This design comes from an exercise in tuning for small area, a short achievable clock period and few clock cycles on the open sky130 flow, not from production work. Function was checked by simulation only, so behaviour that the tests miss may differ from the original. No activity file was given, so power comes from the tool's default toggle rates.

--- flow/design.v ---
module multi_64_33_9_10_16_3(clk, reset, s_data_in_x, s_valid_x, s_ready_x, m_data_out_y, m_valid_y, m_ready_y);
    parameter                      T = 16;
    input                          clk, reset, s_valid_x, m_ready_y;
    input signed [T-1:0]           s_data_in_x;
    output logic                   s_ready_x, m_valid_y;
    output logic signed [T-1:0]    m_data_out_y;
    logic [5:0] idx, idx_n;
    logic [3:0] credit, credit_n;
    logic accept, reserve, pop;
    assign accept   = s_valid_x & s_ready_x;
    assign reserve  = accept & (idx >= 6'd49);
    assign pop      = m_valid_y & m_ready_y;
    assign idx_n    = idx + {5'd0, accept};
    assign credit_n = credit - {3'd0, reserve} + {3'd0, pop};
    always_ff @(posedge clk) begin
        if (reset) begin
            idx       <= 6'd0;
            credit    <= 4'd15;
            s_ready_x <= 1'b1;
        end else begin
            idx       <= idx_n;
            credit    <= credit_n;
            s_ready_x <= (idx_n < 6'd49) | (credit_n != 0);
        end
    end
    logic signed [15:0] x0;
    logic v0;
    logic [2:0] t0;
    always_ff @(posedge clk) begin
        x0 <= s_data_in_x;
        t0 <= {idx >= 6'd49, idx >= 6'd40, idx >= 6'd32};
        if (reset) v0 <= 1'b0; else v0 <= accept;
    end
    logic [16:0] l1_x1;
    assign l1_x1 = {{1{x0[15]}}, x0};
    logic [16:0] l1_x3;
    assign l1_x3 = (l1_x1 << 1) + l1_x1;
    logic [16:0] l1_x5;
    assign l1_x5 = (l1_x1 << 2) + l1_x1;
    logic [16:0] l1_x7;
    assign l1_x7 = (l1_x1 << 3) - l1_x1;
    logic [16:0] l1_x9;
    assign l1_x9 = (l1_x1 << 3) + l1_x1;
    logic [16:0] l1_x15;
    assign l1_x15 = (l1_x1 << 4) - l1_x1;
    logic [32:0] l1_ovf;
    assign l1_ovf[0] = (x0 > 16'sd1260) | (x0 < -16'sd1260);
    assign l1_ovf[1] = (x0 > 16'sd138) | (x0 < -16'sd138);
    assign l1_ovf[2] = (x0 < -16'sd910) | (x0 > 16'sd910);
    assign l1_ovf[3] = (x0 < -16'sd1213) | (x0 > 16'sd1213);
    assign l1_ovf[4] = (x0 < -16'sd352) | (x0 > 16'sd352);
    assign l1_ovf[5] = (x0 > 16'sd295) | (x0 < -16'sd295);
    assign l1_ovf[6] = (x0 > 16'sd168) | (x0 < -16'sd168);
    assign l1_ovf[7] = (x0 > 16'sd287) | (x0 < -16'sd287);
    assign l1_ovf[8] = 1'b0;
    assign l1_ovf[9] = (x0 > 16'sd140) | (x0 < -16'sd140);
    assign l1_ovf[10] = (x0 < -16'sd162) | (x0 > 16'sd162);
    assign l1_ovf[11] = (x0 < -16'sd2340) | (x0 > 16'sd2340);
    assign l1_ovf[12] = (x0 > 16'sd266) | (x0 < -16'sd266);
    assign l1_ovf[13] = (x0 > 16'sd138) | (x0 < -16'sd138);
    assign l1_ovf[14] = (x0 > 16'sd780) | (x0 < -16'sd780);
    assign l1_ovf[15] = (x0 < -16'sd10922) | (x0 > 16'sd10922);
    assign l1_ovf[16] = (x0 > 16'sd187) | (x0 < -16'sd187);
    assign l1_ovf[17] = (x0 < -16'sd215) | (x0 > 16'sd215);
    assign l1_ovf[18] = (x0 > 16'sd420) | (x0 < -16'sd420);
    assign l1_ovf[19] = (x0 < -16'sd156) | (x0 > 16'sd156);
    assign l1_ovf[20] = (x0 < -16'sd130) | (x0 > 16'sd130);
    assign l1_ovf[21] = (x0 < -16'sd159) | (x0 > 16'sd159);
    assign l1_ovf[22] = (x0 > 16'sd364) | (x0 < -16'sd364);
    assign l1_ovf[23] = (x0 > 16'sd606) | (x0 < -16'sd606);
    assign l1_ovf[24] = (x0 > 16'sd165) | (x0 < -16'sd165);
    assign l1_ovf[25] = (x0 < -16'sd1092) | (x0 > 16'sd1092);
    assign l1_ovf[26] = (x0 > 16'sd148) | (x0 < -16'sd148);
    assign l1_ovf[27] = (x0 < -16'sd682) | (x0 > 16'sd682);
    assign l1_ovf[28] = (x0 < -16'sd4095) | (x0 > 16'sd4096);
    assign l1_ovf[29] = (x0 > 16'sd193) | (x0 < -16'sd193);
    assign l1_ovf[30] = (x0 > 16'sd309) | (x0 < -16'sd309);
    assign l1_ovf[31] = (x0 < -16'sd137) | (x0 > 16'sd137);
    assign l1_ovf[32] = (x0 > 16'sd219) | (x0 < -16'sd219);
    logic l1_neg;
    assign l1_neg = x0[15];
    logic [16:0] l1_b1, l1_b3, l1_b5, l1_b7, l1_b9, l1_b15;
    logic [32:0] l1_ovf_b;
    logic l1_neg_b, l1_v_b;
    logic [2:0] l1_t_b;
    always_ff @(posedge clk) begin
        l1_b1 <= l1_x1;
        l1_b3 <= l1_x3;
        l1_b5 <= l1_x5;
        l1_b7 <= l1_x7;
        l1_b9 <= l1_x9;
        l1_b15 <= l1_x15;
        l1_ovf_b <= l1_ovf;
        l1_neg_b <= l1_neg;
        l1_t_b <= t0;
        if (reset) l1_v_b <= 1'b0; else l1_v_b <= v0;
    end
    wire [16:0] l1_m1 = l1_b1;
    wire [16:0] l1_m3 = l1_b3;
    wire [16:0] l1_m7 = l1_b7;
    wire [16:0] l1_m9 = l1_b9;
    wire [16:0] l1_m13 = l1_b3 + (l1_b5 << 1);   
    wire [16:0] l1_m15 = l1_b15;
    wire [16:0] l1_m19 = l1_b1 + (l1_b9 << 1);   
    wire [16:0] l1_m21 = l1_b3 + (l1_b9 << 1);   
    wire [16:0] l1_m27 = l1_b9 + (l1_b9 << 1);   
    wire [16:0] l1_m39 = l1_b9 + (l1_b15 << 1);   
    wire [16:0] l1_m45 = l1_b15 + (l1_b15 << 1);   
    wire [16:0] l1_m53 = (l1_b15 << 2) - l1_b7;   
    wire [16:0] l1_m55 = (l1_b15 << 2) - l1_b5;   
    wire [16:0] l1_m57 = (l1_b15 << 2) - l1_b3;   
    wire [16:0] l1_m59 = (l1_b15 << 2) - l1_b1;   
    wire [16:0] l1_m93 = (l1_b3 << 5) - l1_b3;   
    wire [16:0] l1_m99 = l1_b3 + (l1_b3 << 5);   
    wire [16:0] l1_m101 = (l1_b3 << 5) + l1_b5;   
    wire [16:0] l1_m103 = (l1_b7 << 4) - l1_b9;   
    wire [16:0] l1_m105 = (l1_b15 << 3) - l1_b15;   
    wire [16:0] l1_m111 = (l1_b15 << 3) - l1_b9;   
    wire [16:0] l1_m117 = (l1_b15 << 3) - l1_b3;   
    wire [16:0] l1_m119 = (l1_b15 << 3) - l1_b1;   
    wire [16:0] l1_m123 = l1_b3 + (l1_b15 << 3);   
    wire [16:0] l1_m149 = l1_b5 + (l1_b9 << 4);   
    wire [16:0] l1_m169 = (l1_b5 << 5) + l1_b9;   
    wire [16:0] l1_m175 = (l1_b5 << 5) + l1_b15;   
    wire [16:0] l1_m195 = l1_b3 + (l1_b3 << 6);   
    wire [16:0] l1_m251 = (l1_b1 << 8) - l1_b5;   
    logic [15:0] l1_op0;
    logic [15:0] l1_op1;
    logic [16:0] l1_op2;
    logic [16:0] l1_op3;
    logic [16:0] l1_op4;
    logic [15:0] l1_op5;
    logic [15:0] l1_op6;
    logic [15:0] l1_op7;
    logic [15:0] l1_op8;
    logic [15:0] l1_op9;
    logic [16:0] l1_op10;
    logic [16:0] l1_op11;
    logic [15:0] l1_op12;
    logic [15:0] l1_op13;
    logic [15:0] l1_op14;
    logic [16:0] l1_op15;
    logic [15:0] l1_op16;
    logic [16:0] l1_op17;
    logic [15:0] l1_op18;
    logic [16:0] l1_op19;
    logic [16:0] l1_op20;
    logic [16:0] l1_op21;
    logic [15:0] l1_op22;
    logic [15:0] l1_op23;
    logic [15:0] l1_op24;
    logic [16:0] l1_op25;
    logic [15:0] l1_op26;
    logic [16:0] l1_op27;
    logic [16:0] l1_op28;
    logic [15:0] l1_op29;
    logic [15:0] l1_op30;
    logic [16:0] l1_op31;
    logic [15:0] l1_op32;
    logic l1_v_o;
    logic [2:0] l1_t_o;
    always_ff @(posedge clk) begin
        l1_op0 <= l1_ovf_b[0] ? (l1_neg_b ? 16'h8000 : 16'h7fff) : {l1_m13[14:0], 1'd0};
        l1_op1 <= l1_ovf_b[1] ? (l1_neg_b ? 16'h8000 : 16'h7fff) : {l1_m59[13:0], 2'd0};
        l1_op2 <= l1_ovf_b[2] ? (l1_neg_b ? 17'h18001 : 17'h08000) : {l1_m9[14:0], 2'd0};
        l1_op3 <= l1_ovf_b[3] ? (l1_neg_b ? 17'h18001 : 17'h08000) : l1_m27;
        l1_op4 <= l1_ovf_b[4] ? (l1_neg_b ? 17'h18001 : 17'h08000) : l1_m93;
        l1_op5 <= l1_ovf_b[5] ? (l1_neg_b ? 16'h8000 : 16'h7fff) : l1_m111[15:0];
        l1_op6 <= l1_ovf_b[6] ? (l1_neg_b ? 16'h8000 : 16'h7fff) : l1_m195[15:0];
        l1_op7 <= l1_ovf_b[7] ? (l1_neg_b ? 16'h8000 : 16'h7fff) : {l1_m57[14:0], 1'd0};
        l1_op8 <= l1_ovf_b[8] ? (l1_neg_b ? 16'h8000 : 16'h7fff) : l1_m1[15:0];
        l1_op9 <= l1_ovf_b[9] ? (l1_neg_b ? 16'h8000 : 16'h7fff) : {l1_m117[14:0], 1'd0};
        l1_op10 <= l1_ovf_b[10] ? (l1_neg_b ? 17'h18001 : 17'h08000) : {l1_m101[15:0], 1'd0};
        l1_op11 <= l1_ovf_b[11] ? (l1_neg_b ? 17'h18001 : 17'h08000) : {l1_m7[15:0], 1'd0};
        l1_op12 <= l1_ovf_b[12] ? (l1_neg_b ? 16'h8000 : 16'h7fff) : l1_m123[15:0];
        l1_op13 <= l1_ovf_b[13] ? (l1_neg_b ? 16'h8000 : 16'h7fff) : {l1_m59[13:0], 2'd0};
        l1_op14 <= l1_ovf_b[14] ? (l1_neg_b ? 16'h8000 : 16'h7fff) : {l1_m21[14:0], 1'd0};
        l1_op15 <= l1_ovf_b[15] ? (l1_neg_b ? 17'h18001 : 17'h08000) : l1_m3;
        l1_op16 <= l1_ovf_b[16] ? (l1_neg_b ? 16'h8000 : 16'h7fff) : l1_m175[15:0];
        l1_op17 <= l1_ovf_b[17] ? (l1_neg_b ? 17'h18001 : 17'h08000) : {l1_m19[13:0], 3'd0};
        l1_op18 <= l1_ovf_b[18] ? (l1_neg_b ? 16'h8000 : 16'h7fff) : {l1_m39[14:0], 1'd0};
        l1_op19 <= l1_ovf_b[19] ? (l1_neg_b ? 17'h18001 : 17'h08000) : {l1_m105[15:0], 1'd0};
        l1_op20 <= l1_ovf_b[20] ? (l1_neg_b ? 17'h18001 : 17'h08000) : l1_m251;
        l1_op21 <= l1_ovf_b[21] ? (l1_neg_b ? 17'h18001 : 17'h08000) : {l1_m103[15:0], 1'd0};
        l1_op22 <= l1_ovf_b[22] ? (l1_neg_b ? 16'h8000 : 16'h7fff) : {l1_m45[14:0], 1'd0};
        l1_op23 <= l1_ovf_b[23] ? (l1_neg_b ? 16'h8000 : 16'h7fff) : {l1_m27[14:0], 1'd0};
        l1_op24 <= l1_ovf_b[24] ? (l1_neg_b ? 16'h8000 : 16'h7fff) : {l1_m99[14:0], 1'd0};
        l1_op25 <= l1_ovf_b[25] ? (l1_neg_b ? 17'h18001 : 17'h08000) : {l1_m15[15:0], 1'd0};
        l1_op26 <= l1_ovf_b[26] ? (l1_neg_b ? 16'h8000 : 16'h7fff) : {l1_m55[13:0], 2'd0};
        l1_op27 <= l1_ovf_b[27] ? (l1_neg_b ? 17'h18001 : 17'h08000) : {l1_m3[12:0], 4'd0};
        l1_op28 <= l1_ovf_b[28] ? (l1_neg_b ? 17'h18001 : 17'h08000) : {l1_m1[13:0], 3'd0};
        l1_op29 <= l1_ovf_b[29] ? (l1_neg_b ? 16'h8000 : 16'h7fff) : l1_m169[15:0];
        l1_op30 <= l1_ovf_b[30] ? (l1_neg_b ? 16'h8000 : 16'h7fff) : {l1_m53[14:0], 1'd0};
        l1_op31 <= l1_ovf_b[31] ? (l1_neg_b ? 17'h18001 : 17'h08000) : {l1_m119[15:0], 1'd0};
        l1_op32 <= l1_ovf_b[32] ? (l1_neg_b ? 16'h8000 : 16'h7fff) : l1_m149[15:0];
        l1_t_o <= l1_t_b;
        if (reset) l1_v_o <= 1'b0; else l1_v_o <= l1_v_b;
    end
    logic signed [15:0] l1_s [0:31];
    logic [14:0] l1_y;
    wire [16:0] l1_sum0 = {l1_op0[15], l1_op0};
    wire [16:0] l1_sum1 = {l1_s[0][15], l1_s[0]} + {l1_op1[15], l1_op1};
    wire [16:0] l1_sum2 = {l1_s[1][15], l1_s[1]} - l1_op2;
    wire [16:0] l1_sum3 = {l1_s[2][15], l1_s[2]} - l1_op3;
    wire [16:0] l1_sum4 = {l1_s[3][15], l1_s[3]} - l1_op4;
    wire [16:0] l1_sum5 = {l1_s[4][15], l1_s[4]} + {l1_op5[15], l1_op5};
    wire [16:0] l1_sum6 = {l1_s[5][15], l1_s[5]} + {l1_op6[15], l1_op6};
    wire [16:0] l1_sum7 = {l1_s[6][15], l1_s[6]} + {l1_op7[15], l1_op7};
    wire [16:0] l1_sum8 = {l1_s[7][15], l1_s[7]} + {l1_op8[15], l1_op8};
    wire [16:0] l1_sum9 = {l1_s[8][15], l1_s[8]} + {l1_op9[15], l1_op9};
    wire [16:0] l1_sum10 = {l1_s[9][15], l1_s[9]} - l1_op10;
    wire [16:0] l1_sum11 = {l1_s[10][15], l1_s[10]} - l1_op11;
    wire [16:0] l1_sum12 = {l1_s[11][15], l1_s[11]} + {l1_op12[15], l1_op12};
    wire [16:0] l1_sum13 = {l1_s[12][15], l1_s[12]} + {l1_op13[15], l1_op13};
    wire [16:0] l1_sum14 = {l1_s[13][15], l1_s[13]} + {l1_op14[15], l1_op14};
    wire [16:0] l1_sum15 = {l1_s[14][15], l1_s[14]} - l1_op15;
    wire [16:0] l1_sum16 = {l1_s[15][15], l1_s[15]} + {l1_op16[15], l1_op16};
    wire [16:0] l1_sum17 = {l1_s[16][15], l1_s[16]} - l1_op17;
    wire [16:0] l1_sum18 = {l1_s[17][15], l1_s[17]} + {l1_op18[15], l1_op18};
    wire [16:0] l1_sum19 = {l1_s[18][15], l1_s[18]} - l1_op19;
    wire [16:0] l1_sum20 = {l1_s[19][15], l1_s[19]} - l1_op20;
    wire [16:0] l1_sum21 = {l1_s[20][15], l1_s[20]} - l1_op21;
    wire [16:0] l1_sum22 = {l1_s[21][15], l1_s[21]} + {l1_op22[15], l1_op22};
    wire [16:0] l1_sum23 = {l1_s[22][15], l1_s[22]} + {l1_op23[15], l1_op23};
    wire [16:0] l1_sum24 = {l1_s[23][15], l1_s[23]} + {l1_op24[15], l1_op24};
    wire [16:0] l1_sum25 = {l1_s[24][15], l1_s[24]} - l1_op25;
    wire [16:0] l1_sum26 = {l1_s[25][15], l1_s[25]} + {l1_op26[15], l1_op26};
    wire [16:0] l1_sum27 = {l1_s[26][15], l1_s[26]} - l1_op27;
    wire [16:0] l1_sum28 = {l1_s[27][15], l1_s[27]} - l1_op28;
    wire [16:0] l1_sum29 = {l1_s[28][15], l1_s[28]} + {l1_op29[15], l1_op29};
    wire [16:0] l1_sum30 = {l1_s[29][15], l1_s[29]} + {l1_op30[15], l1_op30};
    wire [16:0] l1_sum31 = {l1_s[30][15], l1_s[30]} - l1_op31;
    wire [16:0] l1_sum32 = {l1_s[31][15], l1_s[31]} + {l1_op32[15], l1_op32};
    always_ff @(posedge clk) begin
        if (l1_v_o) begin
            l1_s[0] <= (l1_sum0[16] != l1_sum0[15]) ? {l1_sum0[16], {15{~l1_sum0[16]}}} : l1_sum0[15:0];
            l1_s[1] <= (l1_sum1[16] != l1_sum1[15]) ? {l1_sum1[16], {15{~l1_sum1[16]}}} : l1_sum1[15:0];
            l1_s[2] <= (l1_sum2[16] != l1_sum2[15]) ? {l1_sum2[16], {15{~l1_sum2[16]}}} : l1_sum2[15:0];
            l1_s[3] <= (l1_sum3[16] != l1_sum3[15]) ? {l1_sum3[16], {15{~l1_sum3[16]}}} : l1_sum3[15:0];
            l1_s[4] <= (l1_sum4[16] != l1_sum4[15]) ? {l1_sum4[16], {15{~l1_sum4[16]}}} : l1_sum4[15:0];
            l1_s[5] <= (l1_sum5[16] != l1_sum5[15]) ? {l1_sum5[16], {15{~l1_sum5[16]}}} : l1_sum5[15:0];
            l1_s[6] <= (l1_sum6[16] != l1_sum6[15]) ? {l1_sum6[16], {15{~l1_sum6[16]}}} : l1_sum6[15:0];
            l1_s[7] <= (l1_sum7[16] != l1_sum7[15]) ? {l1_sum7[16], {15{~l1_sum7[16]}}} : l1_sum7[15:0];
            l1_s[8] <= (l1_sum8[16] != l1_sum8[15]) ? {l1_sum8[16], {15{~l1_sum8[16]}}} : l1_sum8[15:0];
            l1_s[9] <= (l1_sum9[16] != l1_sum9[15]) ? {l1_sum9[16], {15{~l1_sum9[16]}}} : l1_sum9[15:0];
            l1_s[10] <= (l1_sum10[16] != l1_sum10[15]) ? {l1_sum10[16], {15{~l1_sum10[16]}}} : l1_sum10[15:0];
            l1_s[11] <= (l1_sum11[16] != l1_sum11[15]) ? {l1_sum11[16], {15{~l1_sum11[16]}}} : l1_sum11[15:0];
            l1_s[12] <= (l1_sum12[16] != l1_sum12[15]) ? {l1_sum12[16], {15{~l1_sum12[16]}}} : l1_sum12[15:0];
            l1_s[13] <= (l1_sum13[16] != l1_sum13[15]) ? {l1_sum13[16], {15{~l1_sum13[16]}}} : l1_sum13[15:0];
            l1_s[14] <= (l1_sum14[16] != l1_sum14[15]) ? {l1_sum14[16], {15{~l1_sum14[16]}}} : l1_sum14[15:0];
            l1_s[15] <= (l1_sum15[16] != l1_sum15[15]) ? {l1_sum15[16], {15{~l1_sum15[16]}}} : l1_sum15[15:0];
            l1_s[16] <= (l1_sum16[16] != l1_sum16[15]) ? {l1_sum16[16], {15{~l1_sum16[16]}}} : l1_sum16[15:0];
            l1_s[17] <= (l1_sum17[16] != l1_sum17[15]) ? {l1_sum17[16], {15{~l1_sum17[16]}}} : l1_sum17[15:0];
            l1_s[18] <= (l1_sum18[16] != l1_sum18[15]) ? {l1_sum18[16], {15{~l1_sum18[16]}}} : l1_sum18[15:0];
            l1_s[19] <= (l1_sum19[16] != l1_sum19[15]) ? {l1_sum19[16], {15{~l1_sum19[16]}}} : l1_sum19[15:0];
            l1_s[20] <= (l1_sum20[16] != l1_sum20[15]) ? {l1_sum20[16], {15{~l1_sum20[16]}}} : l1_sum20[15:0];
            l1_s[21] <= (l1_sum21[16] != l1_sum21[15]) ? {l1_sum21[16], {15{~l1_sum21[16]}}} : l1_sum21[15:0];
            l1_s[22] <= (l1_sum22[16] != l1_sum22[15]) ? {l1_sum22[16], {15{~l1_sum22[16]}}} : l1_sum22[15:0];
            l1_s[23] <= (l1_sum23[16] != l1_sum23[15]) ? {l1_sum23[16], {15{~l1_sum23[16]}}} : l1_sum23[15:0];
            l1_s[24] <= (l1_sum24[16] != l1_sum24[15]) ? {l1_sum24[16], {15{~l1_sum24[16]}}} : l1_sum24[15:0];
            l1_s[25] <= (l1_sum25[16] != l1_sum25[15]) ? {l1_sum25[16], {15{~l1_sum25[16]}}} : l1_sum25[15:0];
            l1_s[26] <= (l1_sum26[16] != l1_sum26[15]) ? {l1_sum26[16], {15{~l1_sum26[16]}}} : l1_sum26[15:0];
            l1_s[27] <= (l1_sum27[16] != l1_sum27[15]) ? {l1_sum27[16], {15{~l1_sum27[16]}}} : l1_sum27[15:0];
            l1_s[28] <= (l1_sum28[16] != l1_sum28[15]) ? {l1_sum28[16], {15{~l1_sum28[16]}}} : l1_sum28[15:0];
            l1_s[29] <= (l1_sum29[16] != l1_sum29[15]) ? {l1_sum29[16], {15{~l1_sum29[16]}}} : l1_sum29[15:0];
            l1_s[30] <= (l1_sum30[16] != l1_sum30[15]) ? {l1_sum30[16], {15{~l1_sum30[16]}}} : l1_sum30[15:0];
            l1_s[31] <= (l1_sum31[16] != l1_sum31[15]) ? {l1_sum31[16], {15{~l1_sum31[16]}}} : l1_sum31[15:0];
            l1_y <= (l1_sum32[16] ? 15'd0 : (l1_sum32[15] ? 15'h7fff : l1_sum32[14:0]));
        end
    end
    logic l1_vo;
    logic [2:0] l1_to;
    always_ff @(posedge clk) begin
        l1_to <= l1_t_o;
        if (reset) l1_vo <= 1'b0; else l1_vo <= l1_v_o & l1_t_o[0];
    end
    logic [16:0] l2_x1;
    assign l2_x1 = {2'd0, l1_y};
    logic [16:0] l2_x3;
    assign l2_x3 = (l2_x1 << 1) + l2_x1;
    logic [16:0] l2_x5;
    assign l2_x5 = (l2_x1 << 2) + l2_x1;
    logic [8:0] l2_ovf;
    assign l2_ovf[0] = (l1_y > 15'd176);
    assign l2_ovf[1] = (l1_y > 15'd3640);
    assign l2_ovf[2] = (l1_y > 15'd163);
    assign l2_ovf[3] = (l1_y > 15'd181);
    assign l2_ovf[4] = (l1_y > 15'd468);
    assign l2_ovf[5] = (l1_y > 15'd192);
    assign l2_ovf[6] = (l1_y > 15'd442);
    assign l2_ovf[7] = (l1_y > 15'd356);
    assign l2_ovf[8] = (l1_y > 15'd146);
    logic l2_neg;
    assign l2_neg = 1'b0;
    logic [16:0] l2_b1, l2_b3, l2_b5;
    logic [8:0] l2_ovf_b;
    logic l2_neg_b, l2_v_b;
    logic [2:0] l2_t_b;
    always_ff @(posedge clk) begin
        l2_b1 <= l2_x1;
        l2_b3 <= l2_x3;
        l2_b5 <= l2_x5;
        l2_ovf_b <= l2_ovf;
        l2_neg_b <= l2_neg;
        l2_t_b <= l1_to;
        if (reset) l2_v_b <= 1'b0; else l2_v_b <= l1_vo;
    end
    wire [16:0] l2_m7 = l2_b1 + (l2_b3 << 1);   
    wire [16:0] l2_m9 = l2_b3 + (l2_b3 << 1);   
    wire [16:0] l2_m23 = l2_b3 + (l2_b5 << 2);   
    wire [16:0] l2_m25 = l2_b5 + (l2_b5 << 2);   
    wire [16:0] l2_m35 = (l2_b5 << 3) - l2_b5;   
    wire [16:0] l2_m37 = (l2_b5 << 3) - l2_b3;   
    wire [16:0] l2_m85 = l2_b5 + (l2_b5 << 4);   
    wire [16:0] l2_m93 = (l2_b3 << 5) - l2_b3;   
    wire [16:0] l2_m181 = l2_b1 - (l2_b3 << 2) + (l2_b3 << 6);   
    logic [16:0] l2_op0;
    logic [16:0] l2_op1;
    logic [16:0] l2_op2;
    logic [15:0] l2_op3;
    logic [16:0] l2_op4;
    logic [15:0] l2_op5;
    logic [16:0] l2_op6;
    logic [16:0] l2_op7;
    logic [15:0] l2_op8;
    logic l2_v_o;
    logic [2:0] l2_t_o;
    always_ff @(posedge clk) begin
        l2_op0 <= l2_ovf_b[0] ? (l2_neg_b ? 17'h18001 : 17'h08000) : {l2_m93[15:0], 1'd0};
        l2_op1 <= l2_ovf_b[1] ? (l2_neg_b ? 17'h18001 : 17'h08000) : l2_m9;
        l2_op2 <= l2_ovf_b[2] ? (l2_neg_b ? 17'h18001 : 17'h08000) : {l2_m25[13:0], 3'd0};
        l2_op3 <= l2_ovf_b[3] ? (l2_neg_b ? 16'h8000 : 16'h7fff) : l2_m181[15:0];
        l2_op4 <= l2_ovf_b[4] ? (l2_neg_b ? 17'h18001 : 17'h08000) : {l2_m35[15:0], 1'd0};
        l2_op5 <= l2_ovf_b[5] ? (l2_neg_b ? 16'h8000 : 16'h7fff) : {l2_m85[14:0], 1'd0};
        l2_op6 <= l2_ovf_b[6] ? (l2_neg_b ? 17'h18001 : 17'h08000) : {l2_m37[15:0], 1'd0};
        l2_op7 <= l2_ovf_b[7] ? (l2_neg_b ? 17'h18001 : 17'h08000) : {l2_m23[14:0], 2'd0};
        l2_op8 <= l2_ovf_b[8] ? (l2_neg_b ? 16'h8000 : 16'h7fff) : {l2_m7[10:0], 5'd0};
        l2_t_o <= l2_t_b;
        if (reset) l2_v_o <= 1'b0; else l2_v_o <= l2_v_b;
    end
    logic signed [15:0] l2_s [0:7];
    logic [14:0] l2_y;
    wire [16:0] l2_sum0 = 17'd0 - l2_op0;
    wire [16:0] l2_sum1 = {l2_s[0][15], l2_s[0]} - l2_op1;
    wire [16:0] l2_sum2 = {l2_s[1][15], l2_s[1]} - l2_op2;
    wire [16:0] l2_sum3 = {l2_s[2][15], l2_s[2]} + {l2_op3[15], l2_op3};
    wire [16:0] l2_sum4 = {l2_s[3][15], l2_s[3]} - l2_op4;
    wire [16:0] l2_sum5 = {l2_s[4][15], l2_s[4]} + {l2_op5[15], l2_op5};
    wire [16:0] l2_sum6 = {l2_s[5][15], l2_s[5]} - l2_op6;
    wire [16:0] l2_sum7 = {l2_s[6][15], l2_s[6]} - l2_op7;
    wire [16:0] l2_sum8 = {l2_s[7][15], l2_s[7]} + {l2_op8[15], l2_op8};
    always_ff @(posedge clk) begin
        if (l2_v_o) begin
            l2_s[0] <= (l2_sum0[16] != l2_sum0[15]) ? {l2_sum0[16], {15{~l2_sum0[16]}}} : l2_sum0[15:0];
            l2_s[1] <= (l2_sum1[16] != l2_sum1[15]) ? {l2_sum1[16], {15{~l2_sum1[16]}}} : l2_sum1[15:0];
            l2_s[2] <= (l2_sum2[16] != l2_sum2[15]) ? {l2_sum2[16], {15{~l2_sum2[16]}}} : l2_sum2[15:0];
            l2_s[3] <= (l2_sum3[16] != l2_sum3[15]) ? {l2_sum3[16], {15{~l2_sum3[16]}}} : l2_sum3[15:0];
            l2_s[4] <= (l2_sum4[16] != l2_sum4[15]) ? {l2_sum4[16], {15{~l2_sum4[16]}}} : l2_sum4[15:0];
            l2_s[5] <= (l2_sum5[16] != l2_sum5[15]) ? {l2_sum5[16], {15{~l2_sum5[16]}}} : l2_sum5[15:0];
            l2_s[6] <= (l2_sum6[16] != l2_sum6[15]) ? {l2_sum6[16], {15{~l2_sum6[16]}}} : l2_sum6[15:0];
            l2_s[7] <= (l2_sum7[16] != l2_sum7[15]) ? {l2_sum7[16], {15{~l2_sum7[16]}}} : l2_sum7[15:0];
            l2_y <= (l2_sum8[16] ? 15'd0 : (l2_sum8[15] ? 15'h7fff : l2_sum8[14:0]));
        end
    end
    logic l2_vo;
    logic [2:0] l2_to;
    always_ff @(posedge clk) begin
        l2_to <= l2_t_o;
        if (reset) l2_vo <= 1'b0; else l2_vo <= l2_v_o & l2_t_o[1];
    end
    logic [16:0] l3_x1;
    assign l3_x1 = {2'd0, l2_y};
    logic [16:0] l3_x5;
    assign l3_x5 = (l3_x1 << 2) + l3_x1;
    logic [16:0] l3_x7;
    assign l3_x7 = (l3_x1 << 3) - l3_x1;
    logic [16:0] l3_x9;
    assign l3_x9 = (l3_x1 << 3) + l3_x1;
    logic [9:0] l3_ovf;
    assign l3_ovf[0] = (l2_y > 15'd195);
    assign l3_ovf[1] = (l2_y > 15'd146);
    assign l3_ovf[2] = (l2_y > 15'd160);
    assign l3_ovf[3] = (l2_y > 15'd712);
    assign l3_ovf[4] = (l2_y > 15'd1129);
    assign l3_ovf[5] = (l2_y > 15'd266);
    assign l3_ovf[6] = (l2_y > 15'd564);
    assign l3_ovf[7] = (l2_y > 15'd219);
    assign l3_ovf[8] = (l2_y > 15'd193);
    assign l3_ovf[9] = (l2_y > 15'd511);
    logic l3_neg;
    assign l3_neg = 1'b0;
    logic [16:0] l3_b1, l3_b5, l3_b7, l3_b9;
    logic [9:0] l3_ovf_b;
    logic l3_neg_b, l3_v_b;
    logic [2:0] l3_t_b;
    always_ff @(posedge clk) begin
        l3_b1 <= l3_x1;
        l3_b5 <= l3_x5;
        l3_b7 <= l3_x7;
        l3_b9 <= l3_x9;
        l3_ovf_b <= l3_ovf;
        l3_neg_b <= l3_neg;
        l3_t_b <= l2_to;
        if (reset) l3_v_b <= 1'b0; else l3_v_b <= l2_vo;
    end
    wire [16:0] l3_m1 = l3_b1;
    wire [16:0] l3_m7 = l3_b7;
    wire [16:0] l3_m21 = l3_b7 + (l3_b7 << 1);   
    wire [16:0] l3_m23 = l3_b5 + (l3_b9 << 1);   
    wire [16:0] l3_m29 = l3_b1 + (l3_b7 << 2);   
    wire [16:0] l3_m51 = (l3_b7 << 3) - l3_b5;   
    wire [16:0] l3_m123 = (l3_b1 << 7) - l3_b5;   
    wire [16:0] l3_m149 = l3_b5 + (l3_b9 << 4);   
    wire [16:0] l3_m169 = (l3_b5 << 5) + l3_b9;   
    logic [15:0] l3_op0;
    logic [16:0] l3_op1;
    logic [15:0] l3_op2;
    logic [16:0] l3_op3;
    logic [15:0] l3_op4;
    logic [15:0] l3_op5;
    logic [15:0] l3_op6;
    logic [16:0] l3_op7;
    logic [15:0] l3_op8;
    logic [15:0] l3_op9;
    logic l3_v_o;
    logic [2:0] l3_t_o;
    always_ff @(posedge clk) begin
        l3_op0 <= l3_ovf_b[0] ? (l3_neg_b ? 16'h8000 : 16'h7fff) : {l3_m21[12:0], 3'd0};
        l3_op1 <= l3_ovf_b[1] ? (l3_neg_b ? 17'h18001 : 17'h08000) : {l3_m7[11:0], 5'd0};
        l3_op2 <= l3_ovf_b[2] ? (l3_neg_b ? 16'h8000 : 16'h7fff) : {l3_m51[13:0], 2'd0};
        l3_op3 <= l3_ovf_b[3] ? (l3_neg_b ? 17'h18001 : 17'h08000) : {l3_m23[15:0], 1'd0};
        l3_op4 <= l3_ovf_b[4] ? (l3_neg_b ? 16'h8000 : 16'h7fff) : l3_m29[15:0];
        l3_op5 <= l3_ovf_b[5] ? (l3_neg_b ? 16'h8000 : 16'h7fff) : l3_m123[15:0];
        l3_op6 <= l3_ovf_b[6] ? (l3_neg_b ? 16'h8000 : 16'h7fff) : {l3_m29[14:0], 1'd0};
        l3_op7 <= l3_ovf_b[7] ? (l3_neg_b ? 17'h18001 : 17'h08000) : l3_m149;
        l3_op8 <= l3_ovf_b[8] ? (l3_neg_b ? 16'h8000 : 16'h7fff) : l3_m169[15:0];
        l3_op9 <= l3_ovf_b[9] ? (l3_neg_b ? 16'h8000 : 16'h7fff) : {l3_m1[9:0], 6'd0};
        l3_t_o <= l3_t_b;
        if (reset) l3_v_o <= 1'b0; else l3_v_o <= l3_v_b;
    end
    logic signed [15:0] l3_s [0:8];
    logic [14:0] l3_y;
    wire [16:0] l3_sum0 = {l3_op0[15], l3_op0};
    wire [16:0] l3_sum1 = {l3_s[0][15], l3_s[0]} - l3_op1;
    wire [16:0] l3_sum2 = {l3_s[1][15], l3_s[1]} + {l3_op2[15], l3_op2};
    wire [16:0] l3_sum3 = {l3_s[2][15], l3_s[2]} - l3_op3;
    wire [16:0] l3_sum4 = {l3_s[3][15], l3_s[3]} + {l3_op4[15], l3_op4};
    wire [16:0] l3_sum5 = {l3_s[4][15], l3_s[4]} + {l3_op5[15], l3_op5};
    wire [16:0] l3_sum6 = {l3_s[5][15], l3_s[5]} + {l3_op6[15], l3_op6};
    wire [16:0] l3_sum7 = {l3_s[6][15], l3_s[6]} - l3_op7;
    wire [16:0] l3_sum8 = {l3_s[7][15], l3_s[7]} + {l3_op8[15], l3_op8};
    wire [16:0] l3_sum9 = {l3_s[8][15], l3_s[8]} + {l3_op9[15], l3_op9};
    always_ff @(posedge clk) begin
        if (l3_v_o) begin
            l3_s[0] <= (l3_sum0[16] != l3_sum0[15]) ? {l3_sum0[16], {15{~l3_sum0[16]}}} : l3_sum0[15:0];
            l3_s[1] <= (l3_sum1[16] != l3_sum1[15]) ? {l3_sum1[16], {15{~l3_sum1[16]}}} : l3_sum1[15:0];
            l3_s[2] <= (l3_sum2[16] != l3_sum2[15]) ? {l3_sum2[16], {15{~l3_sum2[16]}}} : l3_sum2[15:0];
            l3_s[3] <= (l3_sum3[16] != l3_sum3[15]) ? {l3_sum3[16], {15{~l3_sum3[16]}}} : l3_sum3[15:0];
            l3_s[4] <= (l3_sum4[16] != l3_sum4[15]) ? {l3_sum4[16], {15{~l3_sum4[16]}}} : l3_sum4[15:0];
            l3_s[5] <= (l3_sum5[16] != l3_sum5[15]) ? {l3_sum5[16], {15{~l3_sum5[16]}}} : l3_sum5[15:0];
            l3_s[6] <= (l3_sum6[16] != l3_sum6[15]) ? {l3_sum6[16], {15{~l3_sum6[16]}}} : l3_sum6[15:0];
            l3_s[7] <= (l3_sum7[16] != l3_sum7[15]) ? {l3_sum7[16], {15{~l3_sum7[16]}}} : l3_sum7[15:0];
            l3_s[8] <= (l3_sum8[16] != l3_sum8[15]) ? {l3_sum8[16], {15{~l3_sum8[16]}}} : l3_sum8[15:0];
        end
    end
    wire [14:0] res = (l3_sum9[16] ? 15'd0 : (l3_sum9[15] ? 15'h7fff : l3_sum9[14:0]));
    wire res_wr = l3_v_o & l3_t_o[2];
    logic [14:0] mem [0:13];
    logic [3:0] wp, rp;
    logic [3:0] cnt;
    logic [3:0] rel, rel_n;
    logic hv, take, direct;
    assign take = ~hv | pop;
    assign direct = (cnt == '0);
    assign rel_n = rel + ((accept && idx == 6'd63) ? 4'd15 : 4'd0) - {3'd0, pop};
    always_ff @(posedge clk) begin
        if (res_wr & ~(direct & take)) mem[wp] <= res;
        if (take) m_data_out_y <= {1'b0, direct ? res : mem[rp]};
        if (reset) begin
            wp <= '0;
            rp <= '0;
            cnt <= '0;
            hv <= 1'b0;
            rel <= '0;
            m_valid_y <= 1'b0;
        end else begin
            if (res_wr & ~(direct & take)) wp <= (wp == 4'd13) ? '0 : wp + 1'b1;
            if (take & ~direct) rp <= (rp == 4'd13) ? '0 : rp + 1'b1;
            cnt <= cnt + {3'd0, res_wr & ~(direct & take)} - {3'd0, take & ~direct};
            hv <= take ? (~direct | res_wr) : hv;
            rel <= rel_n;
            m_valid_y <= (take ? (~direct | res_wr) : hv) & (rel_n != '0);
        end
    end
endmodule
--- flow/run.sh ---
#!/bin/bash
# synth_recipe.tcl (not shown) runs the flow's synth.tcl, then flattens the netlist and writes it again
# the make line also repeats each setting of config.mk as NAME=value (left out here)
make -C /OpenROAD-flow-scripts/flow DESIGN_CONFIG=/design/flow/config.mk WORK_HOME=/design/flow/orfs CLKGATE_MAP_FILE= SYNTH_SCRIPT=/design/flow/synth_recipe.tcl finish
--- flow/config.mk ---
export PLATFORM = sky130hd
export DESIGN_NAME = multi_64_33_9_10_16_3
export DESIGN_NICKNAME = multi_64_33_9_10_16_3
export VERILOG_FILES = /design/flow/design.v
export SDC_FILE = /design/flow/constraint.sdc
export NUM_CORES = 4
export LEC_CHECK = 0
export CAP_MARGIN = 20
export CORE_MARGIN = 2
export CORE_UTILIZATION = 40
export PLACE_DENSITY = 0.6
export SLEW_MARGIN = 20
--- flow/constraint.sdc ---
create_clock -name core_clock -period 8.0 [get_ports {clk}]
set_input_delay 1.6000 -clock core_clock [delete_from_list [all_inputs] [get_ports {clk}]]
set_output_delay 1.6000 -clock core_clock [all_outputs]
set_load 0.01 [all_outputs]
==> results of run 1 <==
-- per-layer routing --
metal / GRT usage / share of wire / up-vias / wire (um)
li1: - / - / 49090 / -
met2: 0.3647 / 0.45 / 2932 / 174000
met4: 0.09659 / 0.047 / 8 / 18150
met5: 0 / 0.00018 / - / 69
met3: 0.03508 / 0.066 / 731 / 25640
met1: 0.3002 / 0.44 / 47340 / 169300
-- area by class of cell --
class | count | area, um2
fillers | 31350 | 181700
multi-input cells | 10030 | 72980
flip-flops and latches | 2153 | 53490
clock buffers | 329 | 6829
well taps | 4346 | 5438
inverters | 1141 | 4283
clock inverters | 129 | 1479
repair buffers | 163 | 1368
diodes | 16 | 40.04
-- report_power, final --
group | internal (uW) | switching (uW) | leakage [uW]
sequential | 12400 | 590 | 0.0186
combinational | 4070 | 6090 | 0.0359
clock | 6880 | 4790 | 0.00405
-- logic make-up after synthesis --
family | Yosys count
mux | 120
fa+ha+maj | 1664
xor+xnor | 1136
simple gates | 3151
flops | 2153
other cells | 1
buf+inv | 1464
compound gates | 3962
-- worst reg2reg max path, stage by stage, from the launching register on --
cell and delay (ns):
edfxtp_1 0.39, ha_1 0.21, inv_1 0.07, fa_1 0.21, nor2b_1 0.06, o21ai_0 0.22
a21boi_0 0.17, o211ai_1 0.42, o211ai_1 0.27, a21boi_1 0.87, inv_1 0.22, o21ai_0 0.58
o32ai_1 0.20
-- worst max-delay path by stage --
stage,from,end,slack (ns),cells after the start
finish,l1_s[5][0]$_DFFE_PP_,l1_s[6][8]$_DFFE_PP_,3.85,12
global route,l2_b5[0]$_DFF_P_,l2_op3[15]$_SDFF_PP0_,3.51,12
CTS,l3_op9[4]$_DFF_P_,mem[7][2]$_DFFE_PP_,3.81,10
detailed placement,m_ready_y,mem[8][1]$_DFFE_PP_,3.13,7
global placement,m_ready_y,mem[4][5]$_DFFE_PP_,3.18,7
floorplan,l1_v_o$_SDFF_PP0_,l1_s[0][0]$_DFFE_PP_,0.92,0
-- registers in the layout (all words and copies together), names as in the netlist, 31 cells and up, named ones only --
register  count
mem         210
l3_s        140
l1_s        512
l1_ovf_b     31
l2_s        128
-- layout by cell type (no fill, tap or decap), drive strengths merged, types with 38 or more instances in the layout --
| cell | count |
|---|---|
| a211oi | 92 |
| a21boi | 86 |
| a21o | 319 |
| a21oi | 1232 |
| a31oi | 176 |
| and2 | 66 |
| and3 | 105 |
| buf | 127 |
| clkbuf | 329 |
| clkinv | 75 |
| dfxtp | 1118 |
| edfxtp | 1035 |
| fa | 84 |
| ha | 1463 |
| inv | 1154 |
| maj3 | 117 |
| mux4 | 60 |
| nand2 | 604 |
| nand2b | 279 |
| nand3 | 157 |
| nand4 | 56 |
| nor2 | 1054 |
| nor2b | 220 |
| nor3 | 256 |
| nor4 | 38 |
| o211ai | 74 |
| o21a | 258 |
| o21ai | 1078 |
| o21bai | 133 |
| o31ai | 117 |
| or2 | 119 |
| or3 | 70 |
| xnor2 | 698 |
| xor2 | 438 |
-- metrics by stage --
| stage | std cells | instance area, um2 | setup WS (ns) | util | total power (uW) |
|---|---|---|---|---|---|
| 6_report | 18310 | 145900 | 3.851 | 0.4453 | 34820 |
| 5_1_grt | 18300 | 145900 | 3.508 | 0.4452 | 36530 |
| 4_1_cts | 18290 | 145800 | 3.811 | 0.4450 | 34900 |
| 3_5_place_dp | 17840 | 137500 | 3.128 | 0.4197 | 23170 |
| 3_3_place_gp | 17830 | 137500 | 3.183 | 0.4196 | 23140 |
| 2_1_floorplan | 13650 | 131900 | 0.9156 | - | 20210 |
==> flow_metrics.env, run 1 <==
export IMPL_cts_sinks=2153
export IMPL_r2r_start="l1_s[5][0]$_DFFE_PP_"
export IMPL_avgViaCountPerCell=5.467
export IMPL_worstSetupStartpointType="register"
export IMPL_required_ns=8.62
export IMPL_grt_pass1_wl_um=580300
export IMPL_synthXorXnorAreaFrac=0.07559
export IMPL_ys_dominant_reg_cell="dfxtp_1"
export IMPL_max_slew_worst_pin_slew_ns=1.214
export IMPL_worst_setup_path_type="register to register"
export IMPL_hpwl_um=288100
export IMPL_setup_tns_ns=0
export IMPL_rr_worst_depth=12
export IMPL_holdCritStartpoint="t0[2]$_DFF_P_"
export IMPL_core_um2=327700
export IMPL_cp_cell_sequence="ha_1, inv_1, fa_1, nor2b_1, o21ai_0, a21boi_0, o211ai_1, o211ai_1, a21boi_1, inv_1, o21ai_0, o32ai_1"
export IMPL_hold_violations=0
export IMPL_antenna_found_initial=31
export IMPL_fin_skew_ns=0.1031
export IMPL_path_clk_slew_ns=0.06
export IMPL_peakVddDrop_uv=211.5
export IMPL_slew_headroom=0.1896
export IMPL_whs_endpoint="l1_t_b[2]$_DFF_P_"
export IMPL_grt_start_max_net_pins=166
export IMPL_setup_worst_path_end_class="register"
export IMPL_cts_root_buf="clkbuf_16"
export IMPL_cts_tree="done"
export IMPL_status="finished clean"
export IMPL_drive_gt1_frac=0.05986
export IMPL_syn_area_per_cell_um2=9.664
export IMPL_routed_via_count=100100
export IMPL_grt_pass1_vias=95300
export IMPL_clock_path_buffers=4
export IMPL_postRouteWirelength_um=387200
export IMPL_cp_num_buf_inv=2
export IMPL_setup_violations=0
export IMPL_synth_area_um2=131900
export IMPL_p_leak_uw=0.05847
export IMPL_cts_hold_buf=0
export IMPL_ant_nets=0
export IMPL_hold_path_class="register to register"
export IMPL_start_util=0.4026
export IMPL_ys_async_sr_fraction=0
export IMPL_port_buffer_count=36
export IMPL_syn_inst=13650
export IMPL_critPathMaxStageDelay_ns=0.87
export IMPL_overflow=0
export IMPL_die_area_um2=334400
export IMPL_rsz0062_at_grt="no"
export IMPL_synth_yosys_seq_area_share=0.4053
export IMPL_gp_congestion=0.9813
export IMPL_synth_top_family_by_area="compound AO/OA/AOI/OAI gates"
export IMPL_cts_setup_buffers=0
export IMPL_area_delta_synth_final_pct=10.60
export IMPL_p_per_area_nw_per_um2=238.6
export IMPL_path_delay_family="compound AO/OA/AOI/OAI gates"
export IMPL_reg2reg_slack_ns=3.85
export IMPL_drtIter0Drc=8639
export IMPL_dr_pass1_iters=6
export IMPL_hold_worst_slack_ns=0.3263
export IMPL_synth_fp_nets=15220
export IMPL_synthMuxAreaShare=0.01507
export IMPL_min_delay_path_depth=0
export IMPL_worstPathMaxFanout=16
export IMPL_synth_seq_cells=2153
export IMPL_synthAdderAreaFrac=0.1604
export IMPL_cap_violations=0
export IMPL_yosysWarnings=4
export IMPL_synth_edf_count=1035
export IMPL_fin_crit_ns=4.149
export IMPL_gr_usage_all_layers=0.2261
export IMPL_slowest_stage="a21boi_1"
export IMPL_synth_area_leaders="edfxtp_1 (24%), dfxtp_1 (17%), ha_1 (14%)"
export IMPL_num_rows=210
export IMPL_die_h_um=578.3
export IMPL_drcViolationCount=0
export IMPL_insertion_delay_ns=0.97
export IMPL_post_route_period_util=0.5186
export IMPL_r2r_end="l1_s[6][8]$_DFFE_PP_"
export IMPL_synth_top_area_frac=0.2356
export IMPL_cp_arrival_ns=4.77
export IMPL_numCtsBuffers=243
export IMPL_netlist_cell_type_count=110
export IMPL_num_io_pins=38
export IMPL_synth_top_area_cell="edfxtp_1"
export IMPL_routedWlPerCell_um=21.14
export IMPL_max_freq_ghz=0.2410
export IMPL_finalMaxSlewViolations=0
export IMPL_htreeDepth=4
export IMPL_fin_nets=15300
export IMPL_synth_common_cells="ha_1 (1463), a21oi_1 (1222), inv_1 (1138), dfxtp_1 (1118), o21ai_0 (1061)"
export IMPL_ctsResizeCount=0
export IMPL_yosysMostFrequentCell="ha_1"
export IMPL_die_width_um=578.3
export IMPL_synth_compound_area_frac=0.1853
export IMPL_synthSimpleGateAreaFrac=0.1162
Testbench counts, summed over its fixed seeds: cycles 12,408.
==> inputs of run 2 (changes only) <==
--- a/flow/config.mk
+++ b/flow/config.mk
@@ -9,4 +9,5 @@
 export CORE_MARGIN = 2
 export CORE_UTILIZATION = 40
 export PLACE_DENSITY = 0.6
+export SETUP_SLACK_MARGIN = 4
 export SLEW_MARGIN = 20
==> flow_metrics.env, run 2 <==
export IMPL_synth_area_leaders="edfxtp_1 (24%), dfxtp_1 (17%), ha_1 (14%)"
export IMPL_fin_crit_ns=3.835
export IMPL_p_seq_frac=0.374
export IMPL_max_freq_ghz=0.2607
export IMPL_synth_top_area_cell="edfxtp_1"
export IMPL_yosysMostFrequentCell="ha_1"
export IMPL_syn_area_per_cell_um2=9.664
export IMPL_r2r_end="l1_s[14][0]$_DFFE_PP_"
export IMPL_grt_pass1_vias=94870
export IMPL_rr_worst_depth=12
export IMPL_cts_root_buf="clkbuf_16"
export IMPL_comb_power_share=0.292
export IMPL_whs_endpoint="l3_s[0][12]$_DFFE_PP_"
export IMPL_die_width_um=578.3
export IMPL_num_io_pins=38
export IMPL_fin_nets=15300
export IMPL_rsz0062_at_grt="no"
export IMPL_dr_pass1_iters=6
export IMPL_cap_violations=0
export IMPL_top_register="l1_s"
export IMPL_p_sw_frac=0.3314
export IMPL_synth_seq_cells=2153
export IMPL_numCtsBuffers=241
export IMPL_routedWlPerCell_um=21.07
export IMPL_num_rows=210
export IMPL_dpl_cell_count=17830
export IMPL_post_route_period_util=0.4794
export IMPL_gr_usage_all_layers=0.2241
export IMPL_min_delay_path_depth=0
export IMPL_yosysWarnings=4
export IMPL_pwr_share_clk=0.333
export IMPL_overflow=0
export IMPL_synth_edf_count=1035
export IMPL_grt_pass1_wl_um=575800
export IMPL_synth_common_cells="ha_1 (1463), a21oi_1 (1222), inv_1 (1138), dfxtp_1 (1118), o21ai_0 (1061)"
export IMPL_setup_worst_path_end_class="register"
export IMPL_antenna_found_initial=29
export IMPL_synth_fp_nets=15220
export IMPL_cts_tree="done"
export IMPL_port_buffer_count=36
export IMPL_die_area_um2=334400
export IMPL_status="finished clean"
export IMPL_setup_violations=0
export IMPL_core_um2=327700
export IMPL_ys_async_sr_fraction=0
export IMPL_routed_via_count=100200
export IMPL_p_per_area_nw_per_um2=238.1
export IMPL_synth_area_um2=131900
export IMPL_gp_congestion=0.9572
export IMPL_postRouteWirelength_um=385500
export IMPL_ant_nets=0
export IMPL_p_leak_uw=0.05848
export IMPL_p_switching_uw=11520
export IMPL_hold_path_class="register to register"
export IMPL_max_slew_worst_pin_slew_ns=1.223
export IMPL_syn_inst=13650
export IMPL_fin_cells=18290
export IMPL_path_clk_slew_ns=0.06
export IMPL_htreeDepth=4
export IMPL_drtIter0Drc=8051
export IMPL_layout_common_cells="ha_1 (1461), a21oi_1 (1222), inv_1 (1136)"
export IMPL_finalMaxSlewViolations=0
export IMPL_peakVddDrop_uv=237.0
export IMPL_worst_setup_path_type="register to register"
export IMPL_holdCritStartpoint="l3_op0[12]$_SDFF_PP1_"
export IMPL_start_util=0.4026
export IMPL_drive_gt1_frac=0.06249
export IMPL_setup_tns_ns=0
export IMPL_netlist_cell_type_count=110
export IMPL_clock_path_buffers=4
export IMPL_slew_headroom=0.1760
export IMPL_die_h_um=578.3
export IMPL_ys_dominant_reg_cell="dfxtp_1"
export IMPL_grt_start_max_net_pins=159
export IMPL_finalPower_uw=34760
export IMPL_avgViaCountPerCell=5.480
export IMPL_area_delta_synth_final_pct=10.66
export IMPL_reg2reg_slack_ns=4.16
export IMPL_p_int_uw=23240
export IMPL_worstSetupStartpointType="register"
export IMPL_required_ns=8.60
export IMPL_synth_top_area_frac=0.2356
export IMPL_hold_violations=0
export IMPL_fin_skew_ns=0.1274
export IMPL_mostFrequentLayoutCell="ha_1"
export IMPL_drcViolationCount=0
export IMPL_cts_sinks=2153
export IMPL_cp_arrival_ns=4.44
export IMPL_synth_yosys_seq_area_share=0.4053
export IMPL_worstPathMaxFanout=11
export IMPL_hpwl_um=287300
export IMPL_reg_top3="l1_s: 512 flops, mem: 210 flops, l3_s: 140 flops"
export IMPL_largest_reg_flops=512
export IMPL_insertion_delay_ns=0.99
export IMPL_hold_worst_slack_ns=0.3042
export IMPL_r2r_start="l1_s[13][0]$_DFFE_PP_"
## run 2: cell counts after synthesis
Identical to the previous run, type by type.
## run 2: kinds of logic (layout without fill, tap and decap cells)
logic type | after synthesis | count (layout) | share of synthesized area
buf+inv | 1464 | 1752 | 0.04222
mux | 120 | 120 | 0.01507
compound gates | 3962 | 3962 | 0.1853
fa+ha+maj | 1664 | 1664 | 0.1604
simple gates | 3151 | 3151 | 0.1162
other cells | 1 | 10 | 0.00002843
flops | 2153 | 2153 | 0.4053
xor+xnor | 1136 | 1136 | 0.07559
## run 2: how the worst max path moves through the flow
stage                                  endpoint                  start  slack (ns)  depth (start not counted)
after floorplan            l1_s[0][0]$_DFFE_PP_      l1_v_o$_SDFF_PP0_        3.69                          0
after global placement     mem[8][11]$_DFFE_PP_              m_ready_y        3.17                          7
after detailed placement   mem[8][11]$_DFFE_PP_              m_ready_y        3.12                          7
after CTS                  mem[12][6]$_DFFE_PP_      l3_op9[4]$_DFF_P_        3.86                         10
after global routing      l1_s[14][0]$_DFFE_PP_  l1_s[13][0]$_DFFE_PP_        4.00                         12
final                     l1_s[14][0]$_DFFE_PP_  l1_s[13][0]$_DFFE_PP_        4.16                         12
## run 2: through the flow
| step | area [um2] | util | setup slack [ns] |
|---|---|---|---|
| floorplan | 132000 | - | 3.691 |
| global placement | 137400 | 0.4194 | 3.171 |
| detailed placement | 137400 | 0.4194 | 3.121 |
| CTS | 145800 | 0.4449 | 3.857 |
| global route | 146000 | 0.4455 | 4.003 |
| finish | 146000 | 0.4455 | 4.165 |
## run 2: repair_timing
action	in CTS	in global routing
endpoints found under the setup margin	164	237
hold buffers	0	0
resized for setup	12	28
setup buffers	0	6
## run 2: power groups by stage
| stage | clock, uW | sequential (uW) | combinational [uW] |
|---|---|---|---|
| after floorplan | 0 | 13000 | 7240 |
| after global placement | 0 | 13200 | 9920 |
| after CTS | 11800 | 13000 | 10000 |
| after detailed placement | 0 | 13200 | 9950 |
| final | 11600 | 13000 | 10200 |
| after global routing | 12200 | 13000 | 11200 |
## run 2: cell type report
cell class	instances	area (um2)
Clock buffer	337	7118
Timing Repair Buffer	159	1340
Multi-Input combinational cell	10030	73080
Tap cell	4346	5438
Clock inverter	115	1194
Sequential cell	2153	53490
Inverter	1141	4292
Antenna cell	9	22.52
Fill cell	31200	181700
## run 2: critical path, cell delays in order, from the launching register on
cell and delay, ns:
edfxtp_1 0.39, ha_1 0.21, inv_1 0.07, fa_1 0.21, nor2b_1 0.07, o31a_1 0.28
o211ai_1 0.24, a21boi_1 0.11, or2_2 0.31, a31oi_1 0.73, nand2b_1 0.36, o21ai_0 0.39
o22ai_1 0.17
## run 2: layer usage
metal,routed length (um),share of wire,track usage
met5,86,0.00022,0
met4,17870,0.046,0.09232
met3,25080,0.065,0.03242
met2,172500,0.45,0.3622
met1,170000,0.44,0.2996
==> inputs of run 3 (changes only) <==
--- a/flow/config.mk
+++ b/flow/config.mk
@@ -9,5 +9,5 @@
 export CORE_MARGIN = 2
 export CORE_UTILIZATION = 40
 export PLACE_DENSITY = 0.6
-export SETUP_SLACK_MARGIN = 4
+export SETUP_SLACK_MARGIN = 5
 export SLEW_MARGIN = 20
==> flow_metrics.env, run 3 <==
export IMPL_status="finished clean"
export IMPL_die_width_um=578.3
export IMPL_routed_via_count=104200
export IMPL_clock_path_buffers=4
export IMPL_slowest_stage="or4_4"
export IMPL_syn_area_per_cell_um2=9.664
export IMPL_antenna_found_initial=29
export IMPL_cp_cell_sequence="ha_4, or4_4, o21ai_4, a211oi_2, o31a_1, or4_4, a31oi_4, xnor2_4, nor2_4, buf_6, buf_12, a21oi_2"
export IMPL_peakVddDrop_uv=222.1
export IMPL_p_int_uw=24140
export IMPL_avgViaCountPerCell=5.515
export IMPL_p_per_area_nw_per_um2=230.6
export IMPL_synth_common_cells="ha_1 (1463), a21oi_1 (1222), inv_1 (1138), dfxtp_1 (1118), o21ai_0 (1061)"
export IMPL_drive_gt1_frac=0.1752
export IMPL_yosysWarnings=4
export IMPL_cp_arrival_ns=3.90
export IMPL_crit_top_cell="or4_4"
export IMPL_htreeDepth=4
export IMPL_top_register="l1_s"
export IMPL_fin_skew_ns=0.1153
export IMPL_synth_area_um2=131900
export IMPL_synth_seq_cells=2153
export IMPL_cts_tree="done"
export IMPL_postRouteWirelength_um=404200
export IMPL_ys_dominant_reg_cell="dfxtp_1"
export IMPL_synth_top_area_cell="edfxtp_1"
export IMPL_cap_violations=0
export IMPL_syn_inst=13650
export IMPL_cts_sinks=2153
export IMPL_holdCritStartpoint="t0[1]$_DFF_P_"
export IMPL_layout_common_cells="ha_1 (1387), inv_1 (1081), dfxtp_1 (1059)"
export IMPL_fillers=30250
export IMPL_synth_area_leaders="edfxtp_1 (24%), dfxtp_1 (17%), ha_1 (14%)"
export IMPL_synth_fp_nets=15220
export IMPL_fin_util=0.4818
export IMPL_grt_pass1_vias=98410
export IMPL_pwr_share_clk=0.319
export IMPL_p_sw_frac=0.3369
export IMPL_worstPathMaxFanout=5
export IMPL_r2r_start="l1_s[1][5]$_DFFE_PP_"
export IMPL_setup_worst_path_end_class="register"
export IMPL_r2r_end="l1_s[2][3]$_DFFE_PP_"
export IMPL_cts_hold_buf=0
export IMPL_critPathMaxStageDelay_ns=0.53
export IMPL_worst_setup_path_type="register to register"
export IMPL_met1_usage=0.2933
export IMPL_drtIter0Drc=8218
export IMPL_hpwl_um=286200
export IMPL_max_slew_worst_pin_slew_ns=1.279
export IMPL_hold_path_class="register to register"
export IMPL_ys_async_sr_fraction=0
export IMPL_fin_nets=15900
export IMPL_grt_pass1_wl_um=593400
export IMPL_die_h_um=578.3
export IMPL_grt_start_max_net_pins=152
export IMPL_p_switching_uw=12270
export IMPL_gr_usage_all_layers=0.2298
export IMPL_min_delay_path_depth=0
export IMPL_setup_tns_ns=0
export IMPL_whs_endpoint="l1_t_b[1]$_DFF_P_"
export IMPL_core_um2=327700
export IMPL_finalPower_uw=36400
export IMPL_path_delay_family="simple AND/OR/NAND/NOR gates"
export IMPL_synth_yosys_seq_area_share=0.4053
export IMPL_required_ns=8.66
export IMPL_synth_top_area_frac=0.2356
export IMPL_port_buffer_count=36
export IMPL_reg_top3="l1_s: 512 flops, mem: 210 flops, l3_s: 140 flops"
export IMPL_numCtsBuffers=238
export IMPL_area_delta_synth_final_pct=19.67
export IMPL_max_freq_ghz=0.3087
export IMPL_hold_violations=0
export IMPL_post_route_period_util=0.4049
export IMPL_largest_reg_flops=512
export IMPL_overflow=0
export IMPL_num_io_pins=38
export IMPL_cts_root_buf="clkbuf_16"
export IMPL_path_clk_slew_ns=0.07
export IMPL_num_rows=210
export IMPL_grtUsageMet3=0.03904
export IMPL_worstSetupStartpointType="register"
export IMPL_netlist_cell_type_count=110
export IMPL_setup_violations=0
export IMPL_reg2reg_slack_ns=4.76
export IMPL_finalMaxSlewViolations=0
export IMPL_slew_headroom=0.1450
export IMPL_mostFrequentLayoutCell="ha_1"
export IMPL_dr_pass1_iters=6
export IMPL_p_seq_frac=0.358
export IMPL_insertion_delay_ns=0.96
export IMPL_gp_congestion=0.9614
export IMPL_cp_num_buf_inv=2
export IMPL_comb_power_share=0.323
export IMPL_synth_edf_count=1035
export IMPL_die_area_um2=334400
export IMPL_drcViolationCount=0
export IMPL_fin_crit_ns=3.239
export IMPL_gr_usage_met2=0.3761
export IMPL_yosysMostFrequentCell="ha_1"
export IMPL_rsz0062_at_grt="yes"
export IMPL_rr_worst_depth=12
export IMPL_start_util=0.4026
export IMPL_routedWlPerCell_um=21.39
export IMPL_ant_nets=0
export IMPL_top_usage_layer="met2"
export IMPL_p_leak_uw=0.06278
## run 3: changes by cell type in the layout (fill, tap and decap cells not counted), sizes merged, moves of 4 or more
cell           before   now
nand2             604   616
bufinv             17    23
clkbuf            338   327
clkdlybuf4s50      36    17
inv              1155  1136
buf               122   689
nor2             1054  1077
clkinv             69    76
clkinvlp           15    37
or2               119   123
## run 3: cell families after synthesis
family | after synthesis | synth area share
compound gates | 3962 | 0.1853
simple gates | 3151 | 0.1162
flops | 2153 | 0.4053
fa+ha+maj | 1664 | 0.1604
buf+inv | 1464 | 0.04222
xor+xnor | 1136 | 0.07559
mux | 120 | 0.01507
other cells | 1 | 0.00002843
## run 3: worst max-delay path by stage
| stage | startpoint | to | slack [ns] | depth (start not counted) |
|---|---|---|---|---|
| finish | l1_s[1][5]$_DFFE_PP_ | l1_s[2][3]$_DFFE_PP_ | 4.76 | 12 |
| CTS | m_data_out_y[9]$_DFFE_PN_ | m_data_out_y[9] | 4.74 | 1 |
| floorplan | l1_v_o$_SDFF_PP0_ | l1_s[0][0]$_DFFE_PP_ | 3.69 | 0 |
| global placement | m_ready_y | mem[10][4]$_DFFE_PP_ | 3.66 | 8 |
| global route | l1_s[10][0]$_DFFE_PP_ | l1_s[11][13]$_DFFE_PP_ | 4.64 | 12 |
| detailed placement | m_ready_y | mem[10][7]$_DFFE_PP_ | 3.64 | 8 |
## run 3: area by class of cell
cell class              count  area (um2)  share of cell area
inverters                1141        4404             0.02790
flip-flops and latches   2153       53610              0.3396
clock inverters           130        1466            0.009289
diodes                     12       30.03           0.0001902
well taps                4346        5438             0.03444
multi-input cells       10080       79430              0.5031
repair buffers            716        6640             0.04206
clock buffers             321        6835             0.04330
repair inverters            1       16.27           0.0001030
## run 3: stage by stage
| step | std cells | area (um2) | setup WS, ns | hold slack [ns] |
|---|---|---|---|---|
| 6_report | 18900 | 157900 | 4.761 | 0.2975 |
| 4_1_cts | 18610 | 151800 | 4.741 | 0.3019 |
| 3_5_place_dp | 17820 | 137600 | 3.635 | 0.3121 |
| 3_3_place_gp | 17820 | 137600 | 3.661 | 0.3122 |
| 5_1_grt | 18890 | 157800 | 4.641 | 0.3259 |
| 2_1_floorplan | 13650 | 132300 | 3.691 | 0.3096 |
## run 3: what timing repair did
action                                  4_1_cts  5_1_grt
buffers inserted                            308      253
gates cloned                                 39       18
resized for setup                           852     1015
pin swaps                                   241      479
endpoints found under the setup margin     1322     1162
## run 3: power by group through the flow
stage               Combinational [uW]  Clock, uW  Sequential (uW)
CTS                              10700      11800            13000
floorplan                         7280          0            13000
detailed placement                9950          0            13200
finish                           11800      11600            13000
global placement                  9910          0            13200
global route                     12800      12200            13000
## run 3: per-layer routing
metal,share of wire,up-vias
met4,0.055,10
li1,-,50400
met2,0.46,3205
met1,0.42,49720
met5,0.00015,-
met3,0.067,896
==> inputs of run 4 (changes only) <==
--- a/flow/config.mk
+++ b/flow/config.mk
@@ -7,7 +7,10 @@
 export LEC_CHECK = 0
 export CAP_MARGIN = 20
 export CORE_MARGIN = 2
-export CORE_UTILIZATION = 40
-export PLACE_DENSITY = 0.6
+export CORE_UTILIZATION = 55
+export CTS_BUF_LIST = sky130_fd_sc_hd__clkbuf_16
+export CTS_CLUSTER_DIAMETER = 80
+export CTS_CLUSTER_SIZE = 30
+export PLACE_DENSITY = 0.7
 export SETUP_SLACK_MARGIN = 5
 export SLEW_MARGIN = 20
==> flow_metrics.env, run 4 <==
export IMPL_status="finished clean"
export IMPL_port_buffer_count=36
export IMPL_dpl_cell_count=16620
export IMPL_setup_tns_ns=0
export IMPL_fin_nets=15770
export IMPL_peakVddDrop_uv=172.4
export IMPL_routedWlPerCell_um=23.57
export IMPL_core_um2=238300
export IMPL_fin_util=0.6426
export IMPL_fin_crit_ns=3.271
export IMPL_synth_seq_cells=2153
export IMPL_gr_usage_all_layers=0.3211
export IMPL_fin_cells=17490
export IMPL_synth_top_family_by_area="compound AO/OA/AOI/OAI gates"
export IMPL_mostFrequentLayoutCell="ha_1"
export IMPL_cp_num_buf_inv=3
export IMPL_setup_violations=0
export IMPL_p_sw_frac=0.3659
export IMPL_synth_yosys_seq_area_share=0.4053
export IMPL_rsz0062_at_grt="yes"
export IMPL_critPathMaxStageDelay_ns=0.58
export IMPL_r2r_start="l3_op9[4]$_DFF_P_"
export IMPL_antenna_found_initial=13
export IMPL_max_slew_worst_pin_slew_ns=1.371
export IMPL_layout_common_cells="ha_1 (1377), inv_1 (1085), dfxtp_1 (1046)"
export IMPL_cp_cell_sequence="buf_12, ha_4, a211oi_2, o21bai_1, a211oi_2, o21ai_2, o311a_1, or4_4, buf_12, nand3_4, buf_12, nor2_4, nor2_4"
export IMPL_synth_fp_nets=15220
export IMPL_num_io_pins=38
export IMPL_synth_compound_area_frac=0.1853
export IMPL_hold_path_class="register to register"
export IMPL_path_clk_slew_ns=0.11
export IMPL_synth_area_um2=131900
export IMPL_grt_start_max_net_pins=150
export IMPL_pwr_share_clk=0.244
export IMPL_worstPathMaxFanout=7
export IMPL_synth_top_area_cell="edfxtp_1"
export IMPL_hpwl_um=294100
export IMPL_p_int_uw=21100
export IMPL_largest_reg_flops=512
export IMPL_numCtsBuffers=132
export IMPL_grt_pass1_vias=102200
export IMPL_synthXorXnorAreaFrac=0.07559
export IMPL_postRouteWirelength_um=412200
export IMPL_hold_violations=0
export IMPL_ant_nets=0
export IMPL_area_delta_synth_final_pct=16.07
export IMPL_p_leak_uw=0.06109
export IMPL_netlist_cell_type_count=110
export IMPL_hold_worst_slack_ns=0.3098
export IMPL_p_seq_frac=0.392
export IMPL_routed_via_count=106700
export IMPL_required_ns=8.67
export IMPL_post_route_period_util=0.4089
export IMPL_slowest_stage="or4_4"
export IMPL_drcViolationCount=0
export IMPL_cts_root_buf="clkbuf_16"
export IMPL_synth_area_leaders="edfxtp_1 (24%), dfxtp_1 (17%), ha_1 (14%)"
export IMPL_dr_pass1_iters=6
export IMPL_gp_congestion=0.9897
export IMPL_start_util=0.5536
export IMPL_cap_violations=0
export IMPL_drtIter0Drc=9937
export IMPL_cts_tree="done"
export IMPL_die_width_um=493.7
export IMPL_syn_area_per_cell_um2=9.664
export IMPL_synth_top_area_frac=0.2356
export IMPL_grt_pass1_wl_um=604700
export IMPL_reg_top3="l1_s: 512 flops, mem: 210 flops, l3_s: 140 flops"
export IMPL_synthAdderAreaFrac=0.1604
export IMPL_finalPower_uw=33280
export IMPL_cp_arrival_ns=3.94
-- run 4: kinds of logic (layout without fill, tap and decap cells) --
logic type	after synthesis	count (layout)
xor gates and xnor gates	1136	1138
adders and majority gates	1664	1664
and+or+nand+nor	3151	3190
other	1	13
DFF	2153	2153
AOI/OAI and AO/OA	3962	3966
muxes	120	120
buffers and inverters	1464	2080
-- run 4: layout make-up --
cell class	count	area, um2
timing repair inverter	1	11.26
sequential	2153	53630
clock buffer	145	3628
multi-input combinational	10080	79560
fill	18890	85180
inverter	1141	4410
tap	3167	3963
timing repair buffer	692	6541
clock inverter	101	1341
antenna	12	30.03
-- run 4: power groups by stage --
stage                     combinational (uW)  clock [uW]  sequential [uW]
final                                  12100        8110            13100
after global routing                   13100        8590            13100
after CTS                              10900        8220            13000
after detailed placement               10100           0            13300
after global placement                  9850           0            13300
after floorplan                         7280           0            13000
-- run 4: worst paths after layout --
check | end | slack (ns) | cells after the start
worst min register to register | l1_t_o[0]$_DFF_P_ | 0.31 | 0
worst max register to register | mem[4][3]$_DFFE_PP_ | 4.73 | 13
worst max-delay path | mem[4][3]$_DFFE_PP_ | 4.73 | 13
worst min-delay path | l1_t_o[0]$_DFF_P_ | 0.31 | 0
-- run 4: routing by layer --
layer | vias to the layer above | global-route usage | share of wire
met1 | 51580 | 0.4010 | 0.40
met4 | 10 | 0.1973 | 0.071
met5 | - | 0 | 0.00016
met3 | 1141 | 0.04945 | 0.067
met2 | 3911 | 0.5234 | 0.46
li1 | 50010 | - | -
-- run 4: metrics by stage --
stage | cell area, um2 | worst slack, ns
after floorplan | 132300 | 3.691
after global placement | 135900 | 3.469
after detailed placement | 136000 | 3.544
after CTS | 147000 | 4.724
after global routing | 153100 | 4.649
final | 153100 | 4.729
-- run 4: what timing repair did --
action | in CTS | in global routing
pin swaps | 250 | 500
buffers inserted | 288 | 270
gates cloned | 32 | 27
setup endpoints to repair | 1317 | 1115
gates resized for setup | 926 | 950

-- re-timing with driven ports --
In the flow no input, the clock included, has a driving cell. The finished layouts below were timed again as built, in two steps.
Step 1 assumes that a clkbuf_16 drives the clock port and a buf_2 every other input.
Step 2 times the ports against the registers' clock, not the clock port: input delays grow and output delays shrink by t, the midpoint of the rising clock arrivals with the driver on.
Three values: ideal ports, drivers, drivers and shift; two values: the first two.
| run | shift t [ns] | slack for setup (ns) |
|---|---|---|
| run 1 | 1.028 | 3.851 / 3.851 / 3.188 |
| run 2 | 1.031 | 4.165 / 4.165 / 3.328 |
| run 3 | 1.018 | 4.761 / 4.714 / 4.165 |
| run 4 | 0.924 | 4.729 / 4.729 / 4.205 |
After both steps every run listed still meets setup and hold.
